From an optimization exercise on the open Yosys and OpenROAD flow, aimed at small area; shortcuts taken in it are not production practice.
RTL that was checked went through simulation tests only; none was proved equivalent to the original.

## v6
==> flow/design.v <==
module clockdivider(input logic clock,
                    input logic reset,
                    output logic pe);
always @(posedge clock)
	pe <= ~(pe | reset);
endmodule
module clock_divider_1Hz (input logic clock,
                          input logic reset,
                          output logic tick,
                          output logic tick2);
reg [16:0] c;
reg [6:0] k;    
assign tick = ~c[0] & c[1] & ~c[3] & c[4] & ~c[5] & c[6] & c[7] & ~c[8] & c[9] &
              c[10] & ~c[11] & ~c[12] & c[13] & ~c[14] & c[16];
assign tick2 = tick & k[6] & k[5] & k[1] & k[0];    
wire [7:0] kc;
wire [6:0] kn;
assign kc[0] = tick;
genvar i;
for (i = 0; i < 7; i = i + 1) begin : gk
	assign kn[i] = (k[i] ^ kc[i]) & ~(tick2 | reset);
	assign kc[i+1] = k[i] & kc[i];
end
always @(posedge clock or posedge reset)
begin
	if (reset)
		c <= 17'h04DA4;
	else
		c <= {c[15:3], c[2] & ~tick, c[1:0], c[16] ^ c[2]};
end
always @(posedge clock)
	k <= kn;
endmodule
module fsm_snes (input clk,
                 input reset,
                 input strobe,
                 input data,
                 output [11:0] cs,            
                 output blank_cs,
                 output snes_latch,
                 output snes_clk);
reg [8:0] d;
reg [5:0] hc;
reg [14:0] sr;
reg dbit;
reg blank_r;
assign cs = sr[11:0];
assign blank_cs = blank_r;
wire idle = hc[5] & hc[1];                                     
wire go = idle & strobe;
wire term = d[0] & ~d[1] & d[2] & ~d[4] & ~d[5] & ~d[7] & d[8];  
wire f = term | (idle & ~strobe);                               
assign snes_latch = ~(hc[5] | hc[4] | hc[3] | hc[2] | hc[1]);   
assign snes_clk = ~(hc[0] & ~hc[5] & (hc[4] | hc[3] | hc[2] | hc[1]));  
wire [6:0] hcc;
wire [5:0] hcn;
assign hcc[0] = term;
genvar i;
for (i = 0; i < 6; i = i + 1) begin : gh
	assign hcn[i] = hc[i] ^ hcc[i];
	assign hcc[i+1] = hc[i] & hcc[i];
end
always @(posedge clk or posedge reset)
begin
	if (reset)
	begin
		d <= 9'h001;
		hc <= 6'd34;
	end
	else
	begin
		d <= {d[7:3], d[2] & ~f, d[1], d[0] & ~f, (d[8] ^ d[3]) | f};
		hc <= {hcn[5] & ~go, hcn[4:2], hcn[1] & ~go, hcn[0]};
	end
end
wire capture = term & snes_latch & hc[0];                       
wire load = term & hc[4] & hc[3] & hc[2] & hc[1] & hc[0];       
always @(posedge clk)
	if (capture)
		dbit <= data;
always @(posedge clk or posedge reset)
begin
	if (reset)
	begin
		sr <= 15'd0;
		blank_r <= 1'b1;
	end
	else if (load)
	begin
		sr <= {dbit, sr[14:1]};
		blank_r <= 1'b0;
	end
end
endmodule
module VGA (input logic clk,
            input logic pe,
            input logic reset,
            output logic hsync,
            output logic vsync,
            output logic blank,
            output logic active_next,    
            output logic [9:0] curr_x,
            output logic [8:0] curr_y);
reg [9:0] hq;
reg [9:0] v;
assign blank = hq[9] & hq[8];
wire h_wrap = hq[9] & ~hq[8] & hq[7];              
wire v_wrap = v[9] & v[3] & v[2] & v[0];            
assign hsync = ~(blank & (hq[7] | (hq[6] & hq[5] & hq[4])) & ~(hq[7] & hq[6] & (hq[5] | hq[4])));
assign vsync = ~(~v[9] & v[8] & v[7] & v[6] & v[5] & ~v[4] & v[3] & ~v[2] & v[1]);  
assign curr_x = hq;
assign curr_y = v[8:0];
wire hload = reset | (pe & h_wrap);                
wire vinc = pe & h_wrap;
wire vclr = reset | (pe & v_wrap);
wire [10:0] hc, vc;
wire [9:0] hn, vn;
assign hc[0] = pe;
assign vc[0] = vinc;
genvar i;
for (i = 0; i < 10; i = i + 1) begin : g
	assign hn[i] = hq[i] ^ hc[i];
	assign hc[i+1] = hq[i] & hc[i];
	assign vn[i] = (v[i] ^ vc[i]) & ~vclr;
	assign vc[i+1] = v[i] & vc[i];
end
wire [9:0] hqn = {hn[9] | hload, hn[8] | hload, hn[7] & ~hload, hn[6] | hload, hn[5] | hload,
                  hn[4:0] & {5{~hload}}};
assign active_next = ~(hqn[9] & hqn[8]) & ~(vn[9] | (vn[8] & vn[7] & vn[6] & vn[5]));
always @(posedge clk)
begin
	hq <= hqn;
	v <= vn;
end
endmodule
module updn #(parameter W = 4) (input logic [W-1:0] q,
                                input logic en,
                                input logic up_n,
                                input logic dn_n,
                                output logic [W-1:0] n);
wire [W:0] a;
assign a[0] = en & (up_n ^ dn_n);
genvar i;
for (i = 0; i < W; i = i + 1) begin : g
	assign a[i+1] = a[i] & ~(q[i] ^ dn_n);
	assign n[i] = q[i] ^ a[i];
end
endmodule
module sub_r #(parameter W = 10) (input logic [W-1:0] a,
                                  input logic [W-1:0] b,
                                  output logic [W-1:0] d);
wire [W:0] br;
assign br[0] = 1'b0;
genvar i;
for (i = 0; i < W; i = i + 1) begin : g
	assign d[i] = a[i] ^ b[i] ^ br[i];
	assign br[i+1] = (~a[i] & b[i]) | (~(a[i] ^ b[i]) & br[i]);
end
endmodule
module add_r #(parameter W = 10) (input logic [W-1:0] a,
                                  input logic [W-1:0] b,
                                  output logic [W-1:0] s);
wire [W:0] c;
assign c[0] = 1'b0;
genvar i;
for (i = 0; i < W; i = i + 1) begin : g
	assign s[i] = a[i] ^ b[i] ^ c[i];
	assign c[i+1] = (a[i] & b[i]) | ((a[i] ^ b[i]) & c[i]);
end
endmodule
module gt_r #(parameter W = 10) (input logic [W-1:0] a,
                                 input logic [W-1:0] b,
                                 output logic gt);
wire [W:0] g;
assign g[0] = 1'b0;
genvar i;
for (i = 0; i < W; i = i + 1) begin : gg
	assign g[i+1] = (a[i] & ~b[i]) | (~(a[i] ^ b[i]) & g[i]);
end
assign gt = g[W];
endmodule
module rgb_decoder (input logic clk,
                    input logic reset,
                    input logic [11:0] cs,         
                    input logic blank_cs,
                    input logic tick,
                    input logic tick2,
                    input logic blank,
                    input logic active_next,
                    input logic [9:0] curr_x,
                    input logic [8:0] curr_y,
                    output logic [3:0] r_out,
                    output logic [3:0] g_out,
                    output logic [3:0] b_out);
reg [9:0] x_pos;
reg [8:0] y_pos;
reg [7:0] size;
reg [3:0] rs, gs, bs;
wire [9:0] xn;
wire [8:0] yn;
wire [7:0] sn;
wire [3:0] rn, gn, bn;
wire t1 = tick & ~blank_cs;
wire t2 = tick2 & ~blank_cs;
updn #(10) ux (.q(x_pos), .en(t1), .up_n(cs[7]), .dn_n(cs[6]), .n(xn));
updn #(9)  uy (.q(y_pos), .en(t1), .up_n(cs[5]), .dn_n(cs[4]), .n(yn));
updn #(8)  us (.q(size), .en(t2), .up_n(cs[3]), .dn_n(cs[2]), .n(sn));
updn #(4)  ur (.q(rs), .en(t2), .up_n(cs[11]), .dn_n(cs[10]), .n(rn));
updn #(4)  ug (.q(gs), .en(t2), .up_n(cs[8]), .dn_n(cs[0]), .n(gn));
updn #(4)  ub (.q(bs), .en(t2), .up_n(cs[9]), .dn_n(cs[1]), .n(bn));
wire [9:0] xl, xr;
wire [8:0] yl, yr;
sub_r #(10) sxl (.a(xn), .b({2'd0, sn}), .d(xl));
add_r #(10) sxr (.a(xn), .b({2'd0, sn}), .s(xr));
sub_r #(9)  syl (.a(yn), .b({1'd0, sn}), .d(yl));
add_r #(9)  syr (.a(yn), .b({1'd0, sn}), .s(yr));
wire c_xl, c_xr, c_yl, c_yr;
gt_r #(10) cxl (.a(curr_x), .b(xl), .gt(c_xl));
gt_r #(10) cxr (.a(xr), .b(curr_x), .gt(c_xr));
gt_r #(9)  cyl (.a(curr_y), .b(yl), .gt(c_yl));
gt_r #(9)  cyr (.a(yr), .b(curr_y), .gt(c_yr));
wire xin = ~blank & active_next & c_xl & c_xr;
wire yin = c_yl & c_yr;
wire [11:0] pix;
vga_generator my_generator (
	.x_in (xin),
	.y_in (yin),
	.sprite ({rn, gn, bn}),
	.cur ({r_out, g_out, b_out}),
	.nxt (pix));
always @(posedge clk or posedge reset)
begin
	if (reset)
	begin
		x_pos <= 10'd512;
		y_pos <= 9'd256;
		size <= 8'd20;
		rs <= 4'hF;
		gs <= 4'hF;
		bs <= 4'hF;
		{r_out, g_out, b_out} <= 12'd0;
	end
	else
	begin
		x_pos <= xn;
		y_pos <= yn;
		size <= sn;
		rs <= rn;
		gs <= gn;
		bs <= bn;
		{r_out, g_out, b_out} <= pix;
	end
end
endmodule
module vga_generator(input logic x_in,
                     input logic y_in,
                     input logic [11:0] sprite,
                     input logic [11:0] cur,
                     output logic [11:0] nxt);
assign nxt = x_in ? (y_in ? sprite : cur) : 12'd0;
endmodule
module top_level(input logic clk,
                 input logic strobe,
                 input logic data,
                 input logic reset,
                 output logic snes_latch,
                 output logic snes_clk,
                 output logic v_sync,
                 output logic h_sync,
                 output logic [3:0] r,
                 output logic [3:0] g,
                 output logic [3:0] b);
wire [11:0] cs;
wire blank_cs;
wire pe, active_next, blank;
wire [9:0] curr_x;
wire [8:0] curr_y;
wire tick, tick2;
fsm_snes snes_decode (
	.clk (clk),
	.reset (reset),
	.strobe (strobe),
	.data (data),
	.cs (cs),
	.blank_cs (blank_cs),
	.snes_latch (snes_latch),
	.snes_clk (snes_clk));
clockdivider my_clk_div (
	.clock (clk),
	.reset (reset),
	.pe (pe));
VGA my_VGA (
	.clk (clk),
	.pe (pe),
	.reset (reset),
	.hsync (h_sync),
	.vsync (v_sync),
	.curr_x (curr_x),
	.curr_y (curr_y),
	.blank (blank),
	.active_next (active_next));
clock_divider_1Hz my_ticks (
	.clock (clk),
	.reset (reset),
	.tick (tick),
	.tick2 (tick2));
rgb_decoder my_decoder (
	.clk (clk),
	.reset (reset),
	.cs (cs),
	.blank_cs (blank_cs),
	.tick (tick),
	.tick2 (tick2),
	.blank (blank),
	.active_next (active_next),
	.curr_x (curr_x),
	.curr_y (curr_y),
	.r_out (r),
	.g_out (g),
	.b_out (b));
endmodule
export LEC_CHECK = 0
export ABC_AREA = 1
export CAP_MARGIN = 20
export CORE_MARGIN = 2
export CORE_UTILIZATION = 70
export PLACE_DENSITY = 0.8
export SLEW_MARGIN = 20
create_clock -name core_clock -period 10.0 [get_ports {clk}]
standard.sh (not shown) runs the stock make flow with config.mk's settings and CLKGATE_MAP_FILE= SYNTH_SCRIPT=/design/flow/synth_recipe.tcl, a recipe that flattens the netlist after the stock synthesis.
==> flow/flow/run.sh <==
#!/bin/bash
# The standard layout (standard.sh: standard synthesis, floorplan, placement,
# routing) with these changes:
#  - after the floorplan step, combinational cells get their smallest drive strength
#    (flow/downsize.tcl); placement and routing repair size up what needs it;
#  - clock tree: clkbuf_4 buffers only, and no dummy loads at the tree's leaves;
#  - port buffers: the smallest buffer cell.
# Each tool's output goes to a log file here.
set -euo pipefail
export CTS_ARGS="-sink_clustering_enable -repair_clock_nets -dont_use_dummy_load -buf_list sky130_fd_sc_hd__clkbuf_4"
export BUFFER_PORTS_ARGS="-buffer_cell sky130_fd_sc_hd__buf_1"
bash standard.sh floorplan > flow_make_floorplan.log 2>&1
export RES=orfs/results/$FLOW_PLATFORM/top_level/base
openroad -no_init -exit flow/downsize.tcl > flow_downsize.log 2>&1
bash standard.sh finish > flow_make_finish.log 2>&1
==> flow/flow/downsize.tcl <==
# Give every combinational cell of the synthesized netlist the smallest drive strength
# of its kind; the later repair steps size up whatever then needs more drive.
read_db $::env(RES)/2_floorplan.odb
set db [ord::get_db]
set n 0
foreach inst [[ord::get_db_block] getInsts] {
  set mn [[$inst getMaster] getName]
  if {![regexp {^(sky130_fd_sc_hd__[a-z0-9]+)_([0-9]+)$} $mn -> base drv]} { continue }
  if {[regexp {df|dl|clk|tap|fill|decap|conb|diode} $base]} { continue }
  foreach d {0 1 2} {
    if {$d >= $drv} { break }
    set m [$db findMaster ${base}_$d]
    if {$m ne "NULL" && $m ne ""} {
      if {[$inst swapMaster $m]} { incr n }
      break
    }
  }
}
puts "downsized $n cells"
write_db $::env(RES)/2_floorplan.odb
Input-level comparison between v7 and v6:
-- flow/design.v --
<<< v6, line 176
genvar i;
for (i = 0; i < W; i = i + 1) begin : gg
	assign g[i+1] = (a[i] & ~b[i]) | (~(a[i] ^ b[i]) & g[i]);
end
assign gt = g[W];
>>> v7, line 176
genvar i;
for (i = 0; i < W; i = i + 1) begin : gg
	assign g[i+1] = (a[i] ^ b[i]) ? a[i] : g[i];
end
assign gt = g[W];
[summary]
v7 completed every stage of the flow, and the final layout passed the timing, design-rule and antenna checks. v6 -> v7: final net count decreased by a few percent. Per the comparison of v7 with v6, placement row count saw a decrease, global routing met2 resource utilization moved up, met1 global-route usage now larger, minimum clock period shows an increase of 0.0069 ns, area used by sequential logic in the layout flat.
For v6, only the layout was checked, not whether the RTL still works.

==> port drivers added, routing unchanged <==
The results above use ideal ports. As a check the final layouts listed here were re-extracted and re-timed, cells and wires unchanged. Step 1 assumes that a clkbuf_16 drives the clock port and a buf_2 every other input. Step 2 also shifts input and output timing later by t, the mid clock arrival at the registers, as if the neighbouring blocks saw the same clock. Three values: ideal, step 1, step 2; two values: the first two.
run | t, ns | setup slack, ns | worst setup path after step 2 | cell pins on the clock port's net
v6 | 0.557 | 3.188 / 3.188 / 3.188 | register to register | 1
v7 | 0.538 | 3.181 / 3.181 / 3.181 | register to register | 1
After both steps setup and hold are still met in every run listed.
